Source: an optimization exercise on an open RTL-to-GDS flow (aim: small area). Production flows keep margins and buffers that such runs may drop. In this exercise RTL edits were held to simulation tests only and were not proved equivalent to the original. Power is estimated from default activity; no workload was simulated.

== north ==
Design comp_cic, start of the top module:
module comp_cic
#(  parameter Win=16,
    parameter Wcoef = 18,
    parameter Wout = 18,
    parameter Num_coef=17)
(input  signed [Win-1:0] id_data_filter,
 input ic_val_data,
 input ic_rst,
 input  clk,
 output signed [Wout-1:0] od_data_filter,
 output oc_val_data);
export LEC_CHECK = 0
export CAP_MARGIN = 20
export CORE_MARGIN = 2
export CORE_UTILIZATION = 40
export SLEW_MARGIN = 20
export SYNTH_MEMORY_MAX_BITS = 4096
create_clock -name core_clock -period 10.0 [get_ports {clk}]
standard.sh (not shown) runs the stock make flow with config.mk's settings and CLKGATE_MAP_FILE= SYNTH_SCRIPT=/design/flow/synth_recipe.tcl, a recipe that flattens the netlist after the stock synthesis.
==> flow/flow/run.sh <==
#!/bin/bash
# The standard layout (standard.sh) with these changes:
# - after the standard synthesis, flow/invpol.py rewrites the netlist to
#   remove inverters between full adders and to replace adders with an
#   unused output by a smaller gate (it only re-polarises full adders,
#   rebuilds inverters and swaps those adders; registers are untouched);
# - the clock tree is built from clkbuf_8 cells, in clusters of up to 16
#   registers, without dummy loads;
# - the port buffers are buf_1 cells.
set -euo pipefail
export CTS_ARGS="-sink_clustering_enable -repair_clock_nets -dont_use_dummy_load -buf_list sky130_fd_sc_hd__clkbuf_8 -sink_clustering_size 16 -sink_clustering_max_diameter 60"
export BUFFER_PORTS_ARGS="-buffer_cell sky130_fd_sc_hd__buf_1"
bash standard.sh synth > standard_synth.log 2>&1
NET=orfs/results/$FLOW_PLATFORM/comp_cic/base/1_2_yosys.v
cp "$NET" 1_2_yosys.before_invpol.v
python3 flow/invpol.py "$NET" > invpol.log 2>&1
rm -f orfs/results/$FLOW_PLATFORM/comp_cic/base/1_synth.odb orfs/results/$FLOW_PLATFORM/comp_cic/base/1_synth.sdc
bash standard.sh > standard_flow.log 2>&1
Other scripts of this flow, unchanged in this note and not shown: flow/flow/invpol.py
north reached the final stage; the timing, DRC and antenna checks on its layout passed.
> inputs changed (north -> south)
# north
export LEC_CHECK = 0
export CAP_MARGIN = 20
export CORE_MARGIN = 2
export CORE_UTILIZATION = 40
export SLEW_MARGIN = 20
export SYNTH_MEMORY_MAX_BITS = 4096
create_clock -name core_clock -period 10.0 [get_ports {clk}]
# south
export LEC_CHECK = 0
export CAP_MARGIN = 20
export CORE_MARGIN = 2
export CORE_UTILIZATION = 65
export PLACE_DENSITY = 0.75
export SLEW_MARGIN = 20
export SYNTH_MEMORY_MAX_BITS = 4096
create_clock -name core_clock -period 10.0 [get_ports {clk}]
==> flow/flow/run.sh <==
#!/bin/bash
# The standard layout (standard.sh) with these changes:
# - after the standard synthesis, flow/invpol.py rewrites the netlist to
#   remove inverters between full adders and to replace adders with an
#   unused output by a smaller gate (it only re-polarises full adders,
#   rebuilds inverters and swaps those adders; registers are untouched);
# - the clock tree has clkbuf_4 cells driving clusters of up to 12 registers
#   and clkbuf_8 cells above them, without dummy loads;
# - the port buffers are buf_1 cells;
set -euo pipefail
export CTS_ARGS="-sink_clustering_enable -repair_clock_nets -dont_use_dummy_load -buf_list {sky130_fd_sc_hd__clkbuf_4 sky130_fd_sc_hd__clkbuf_8} -root_buf sky130_fd_sc_hd__clkbuf_8 -sink_clustering_buffer sky130_fd_sc_hd__clkbuf_4 -sink_clustering_size 12 -sink_clustering_max_diameter 50"
export BUFFER_PORTS_ARGS="-buffer_cell sky130_fd_sc_hd__buf_1"
bash standard.sh synth > standard_synth.log 2>&1
NET=orfs/results/$FLOW_PLATFORM/comp_cic/base/1_2_yosys.v
cp "$NET" 1_2_yosys.before_invpol.v
python3 flow/invpol.py "$NET" > invpol.log 2>&1
rm -f orfs/results/$FLOW_PLATFORM/comp_cic/base/1_synth.odb orfs/results/$FLOW_PLATFORM/comp_cic/base/1_synth.sdc
bash standard.sh > standard_flow.log 2>&1
==> comparison <==
Part of the cycle the worst path needs: lower on south. Sequential share of layout area: south higher than north. Higher sequential group share of total power was reported by south, not north. On worst hold slack, north loses to south. On slew of the pin with the lowest slew margin: south sits below north. Compared to north, south has arrival time of the worst setup path 50 ps lower.


== build 72 ==
Another version of the RTL of comp_cic (not shown whole).
Size in the first run: ~690 cells after synthesis, about 310 flip-flops, roughly 0.0097 mm2 of cells after synthesis.
export LEC_CHECK = 0
export CAP_MARGIN = 20
export CORE_MARGIN = 2
export CORE_UTILIZATION = 40
export SLEW_MARGIN = 20
export SYNTH_MEMORY_MAX_BITS = 4096
create_clock -name core_clock -period 10.0 [get_ports {clk}]
==> flow/flow/run.sh <==
#!/bin/bash
# The standard layout (standard.sh), with the clock tree built from
# clkbuf_8 cells in clusters of up to 16 sinks and no dummy loads, and buf_1 cells as the port buffers.
set -euo pipefail
export CTS_ARGS="-sink_clustering_enable -repair_clock_nets -dont_use_dummy_load -buf_list sky130_fd_sc_hd__clkbuf_16 -sink_clustering_size 24 -sink_clustering_max_diameter 50"
export BUFFER_PORTS_ARGS="-buffer_cell sky130_fd_sc_hd__buf_1"
bash standard.sh > standard_flow.log 2>&1
--- input diff build 72..build 79 ---
==> flow/flow/run.sh <==
#!/bin/bash
# The standard layout (standard.sh), with the clock tree built from
# clkbuf_8 cells in clusters of up to 16 sinks and no dummy loads, and buf_1 cells as the port buffers.
set -euo pipefail
export CTS_ARGS="-sink_clustering_enable -repair_clock_nets -dont_use_dummy_load -buf_list sky130_fd_sc_hd__clkbuf_8 -sink_clustering_size 18 -sink_clustering_max_diameter 50"
export BUFFER_PORTS_ARGS="-buffer_cell sky130_fd_sc_hd__buf_1"
bash standard.sh > standard_flow.log 2>&1
Results
- Build 79: flow completed, timing, DRC and antenna clean
- Compared with build 72, build 79 shows a lower proportion of cell area spent on the clock network.
- [build 79] worst setup slack fell 0.028 ns relative to build 72
- Comparing build 79 with build 72, the reported combinational group power came out essentially unchanged.
Inputs modified between build 79 and build 84:
==> flow/flow/run.sh <==
#!/bin/bash
# The standard layout (standard.sh), with the clock tree built from
# clkbuf_8 cells in clusters of up to 16 sinks and no dummy loads, and buf_1 cells as the port buffers.
set -euo pipefail
export CTS_ARGS="-sink_clustering_enable -repair_clock_nets -dont_use_dummy_load -buf_list sky130_fd_sc_hd__clkbuf_8 -sink_clustering_size 16 -sink_clustering_max_diameter 60"
export BUFFER_PORTS_ARGS="-buffer_cell sky130_fd_sc_hd__buf_1"
bash standard.sh > standard_flow.log 2>&1
## What came out
- Per the comparison of build 84 with build 79, fraction of area in registers grew by 0.17 points, maximum frequency went up about 0.6%, first-pass GRT wire length has decreased, post-layout worst setup margin has increased.

==> port drivers added, routing unchanged <==
The results above use ideal ports. As a check the final layouts listed here were re-extracted and re-timed, cells and wires unchanged. Step 1: set_driving_cell puts a clkbuf_16 on clk and a buf_2 on each other input, an assumption about the parent block. Step 2, shift: input delay + t, output delay - t, t = (earliest + latest rising clock arrival at the registers) / 2. This alone moves slack from input paths to output paths. Slacks: no drivers / after step 1 / after step 2; pairs: no drivers / after step 1.
run | t (ns) | slack for setup (ns) | hold WS [ns] | worst data-port slew with drivers (ns)
north | 0.562 | 0.733 / 0.733 / 0.733 | 0.301 / 0.301 / 0.301 | 0.04
south | 0.550 | 0.775 / 0.775 / 0.775 | 0.315 / 0.315 / 0.315 | 0.04
build 72 | 0.541 | 0.523 / 0.523 / 0.523 | 0.285 / 0.285 / 0.285 | 0.04
build 79 | 0.580 | 0.495 / 0.495 / 0.495 | 0.285 / 0.285 / 0.285 | 0.03
build 84 | 0.559 | 0.551 / 0.551 / 0.551 | 0.324 / 0.324 / 0.324 | 0.03
After both steps setup and hold are still met in every run listed.
